Context: an optimization exercise on an open-source flow, tuned for small area, a short achievable clock period and few clock cycles. The choices shown serve that exercise and are no tape-out recipe. Function was checked by simulation only, so behaviour that the tests miss may differ from the original. Power figures rest on the tool's default switching activity, not on a simulated workload.

## MyDesign
module MyDesign (clock, reset, go, rdAddress, wrAddress, WE, readbus, writebus, overflow, finished);
For scale: about 1,200 flip-flops, ~84 I/O pins.
clock: 30.0 ns
lec_check: 0
abc_area: 1
cap_margin: 30
core_margin: 2
core_utilization: 35
cts_cluster_diameter: 150
cts_cluster_size: 20
place_density: 0.45
slew_margin: 30
run.sh (not shown) runs the stock make flow with config.mk's settings and CLKGATE_MAP_FILE= SYNTH_SCRIPT=/design/flow/synth_recipe.tcl, a recipe that flattens the netlist after the stock synthesis.
Testbench counts at the start, summed over its fixed seeds: cycles 9,864.
Edit:
--- a/flow/config.mk
+++ b/flow/config.mk
@@ -12,2 +11,0 @@
-export CTS_CLUSTER_DIAMETER = 150
-export CTS_CLUSTER_SIZE = 20
The changed run completed without violations.
Worst setup slack gets worse by 0.025 ns.
Wire length rises slightly.
Critical path depth is unchanged.
Core utilization is higher by 0.99 points.
Cell count climbs slightly.
Global-route usage climbs by 0.14 points.
Combinational power hardly moves.
Power is higher by about a fifth.
Edit:
--- a/flow/config.mk
+++ b/flow/config.mk
@@ -9 +9 @@
-export CAP_MARGIN = 30
+export CAP_MARGIN = 20
@@ -11,3 +11,3 @@
-export CORE_UTILIZATION = 35
-export PLACE_DENSITY = 0.45
-export SLEW_MARGIN = 30
+export CORE_UTILIZATION = 45
+export PLACE_DENSITY = 0.55
+export SLEW_MARGIN = 20
The changed run went through all stages and came out clean.
Clock power hardly moves.
Routed wire length went down by 4.1%.
Worst hold slack gets worse by 0.010 ns.
Sequential power barely changes.
Synthesized area stays the same.
Setup slack loses 0.60 ns.
Total power goes up by 1.2%.
Cell count decreases by 5.3%.
Die area went down by 22%.
Non-clock buffer count falls by 31.
Edit:
--- a/flow/config.mk
+++ b/flow/config.mk
@@ -9 +9 @@
-export CAP_MARGIN = 20
+export CAP_MARGIN = 30
@@ -11,3 +11,5 @@
-export CORE_UTILIZATION = 45
-export PLACE_DENSITY = 0.55
-export SLEW_MARGIN = 20
+export CORE_UTILIZATION = 35
+export CTS_CLUSTER_DIAMETER = 105
+export CTS_CLUSTER_SIZE = 24
+export PLACE_DENSITY = 0.45
+export SLEW_MARGIN = 30
Outcome: Critical path depth shrinks by 32. Non-clock buffer count grows by 32. Clock skew grows by 0.030 ns.
Edit:
--- a/flow/config.mk
+++ b/flow/config.mk
@@ -12,2 +12,2 @@
-export CTS_CLUSTER_DIAMETER = 105
-export CTS_CLUSTER_SIZE = 24
+export CTS_CLUSTER_DIAMETER = 200
+export CTS_CLUSTER_SIZE = 20
Outcome: The changed run finished with timing, DRC and antenna clean. Count of clock-buffer cells in the layout rises by 18. Clock power went down by 20%. Core utilization fell by 0.33 points. Global-route usage stays flat. Design area came out lower by 0.86%. Total power came out lower by 5.2%. Hold slack is about the same.
Edit:
--- a/flow/config.mk
+++ b/flow/config.mk
@@ -12 +12 @@
-export CTS_CLUSTER_DIAMETER = 200
+export CTS_CLUSTER_DIAMETER = 105
=> Combinational power hardly moves. Critical path depth is unchanged. Wire length is about the same. Utilization rose by 0.32 points. Setup slack gets worse by 0.082 ns.

---

Another version of the RTL of MyDesign (not shown whole).
For scale: ~14,000 cells after synthesis, roughly 1,100 flip-flops, roughly 100,000 µm² of cells after synthesis.
clock: 30.0 ns
lec_check: 0
abc_area: 1
cap_margin: 50
core_margin: 2
core_utilization: 35
cts_cluster_diameter: 105
cts_cluster_size: 20
place_density: 0.45
slew_margin: 80
Testbench counts at the start, summed over its fixed seeds: cycles 9,864.
Then changed:
Settings changed: CAP_MARGIN 50 to 30, CTS_CLUSTER_DIAMETER 105 to unset, CTS_CLUSTER_SIZE 20 to unset, SLEW_MARGIN 80 to 30.
The changed run produced a clean layout. Count of clock-buffer cells in the layout rose by 94. Clock skew fell by 15 ps. Cell area fell by roughly a tenth. Final cell count fell by a few percent. Setup slack gains 110 ps. Sequential power stays flat. Clock power rose by well over a third. Register-to-register slack gains 110 ps.
Then changed:
Settings changed: CTS_CLUSTER_DIAMETER set to 105, CTS_CLUSTER_SIZE set to 20.
Outcome: The changed run ran to the end with no violations. Worst setup slack gets better by 48 ps. Sequential power barely changes. Wire length is lower by about 0.44%. Global-route usage drops by 0.14 points. Final area goes down by 1.7%. Power is lower by about 9%. Via count shrinks by 0.36%. Hold slack is better by 7.6 ps.

---

Another version of the RTL of MyDesign (not shown whole).
For scale: ~1100 flip-flops, ~84 I/O pins.
Settings: LEC_CHECK=0, ABC_AREA=1, CAP_MARGIN=30, CORE_MARGIN=2, CORE_UTILIZATION=35, PLACE_DENSITY=0.45, SLEW_MARGIN=30; clock period 30.0 ns.
Testbench counts at the start, summed over its fixed seeds: cycles 9,864.
Then changed:
CTS_CLUSTER_DIAMETER = 105   (was not set)
CTS_CLUSTER_SIZE = 20   (was not set)
Result:
- cell count went down by 0.56%
- cell area went down by 1.7%
- total power went down by 9.2%
- clock-buffer cell count went down by 88
- first-iteration DRC count went down by about 3%
- combinational power is about the same
- sequential power stays flat
- sequential share of layout area went up by 0.44 points
- setup slack improved by 0.0093 ns
- hold slack improved by 0.013 ns

---

## amber
MyDesign, a different RTL version from the one above (not shown whole).
Size in the first run: about 14000 cells after synthesis, about 1100 flip-flops, about 84 I/O pins, roughly 110000 sq um of cells after synthesis.
clock: 30.0 ns
lec_check: 0
abc_area: 1
cap_margin: 30
core_margin: 2
core_utilization: 35
cts_cluster_diameter: 105
cts_cluster_size: 20
place_density: 0.45
slew_margin: 30
Testbench counts of amber, summed over its fixed seeds: cycles 9,864.
#### Input delta (violet over amber)
--- a/flow/config.mk
+++ b/flow/config.mk
@@ -12,2 +11,0 @@
-export CTS_CLUSTER_DIAMETER = 105
-export CTS_CLUSTER_SIZE = 20
### Flow results
- violet against amber: post-synthesis register bit count flat, antenna diode count went up 8, area growth from synthesis to layout went up by 2.0 points, least setup slack across all paths after layout +0.040 ns.
- violet has summed area of non-filler cells in the final layout above what amber had.
- Per the comparison of violet with amber, non-clock buffer count was more or less identical; post-route clock period utilization was more or less identical.
- The clock-buffer cell count number comes out higher for violet vs amber.

==> what the ideal ports hide <==
No port has a modelled driver above. Below, the same layouts with a new extraction and two added sets of constraints. Step 1 sets driving cells, clkbuf_16 on the clock port and buf_2 on the other inputs (assumed; they add their load-dependent delay and slew). Step 2 also shifts input and output timing later by t, the mid clock arrival at the registers, as if the neighbouring blocks saw the same clock. a / b / c = no drivers / after step 1 / after step 2; a / b = the first two.
run	shift t [ns]	slack for setup (ns)	worst register clock-pin slew, ns
the first run of note 1	0.946	22.066 / 21.958 / 22.150	0.11 / 0.11
the second run of note 1	0.971	22.041 / 21.926 / 22.179	0.07 / 0.07
the third run of note 1	0.968	21.436 / 21.436 / 21.436	0.07 / 0.07
the fourth run of note 1	0.971	22.055 / 21.942 / 22.150	0.12 / 0.12
the fifth run of note 1	0.853	22.128 / 22.020 / 22.195	0.11 / 0.11
the sixth run of note 1	0.982	22.046 / 21.934 / 22.169	0.11 / 0.11
the first run of note 2	1.024	21.888 / 21.862 / 21.888	0.11 / 0.11
the second run of note 2	0.982	21.998 / 21.950 / 21.998	0.07 / 0.07
the third run of note 2	0.984	22.046 / 21.935 / 22.055	0.11 / 0.11
the first run of note 3	0.980	22.095 / 22.048 / 21.976	0.07 / 0.07
the second run of note 3	0.993	22.104 / 22.079 / 21.978	0.11 / 0.11
amber	0.968	21.903 / 21.903 / 21.730	0.11 / 0.11
violet	0.963	21.942 / 21.942 / 21.717	0.09 / 0.09
After both steps setup and hold are still met in every run listed. The setup slack of violet, which loses most, moves by 0.000 ns with the drivers and by -0.225 ns with both steps.
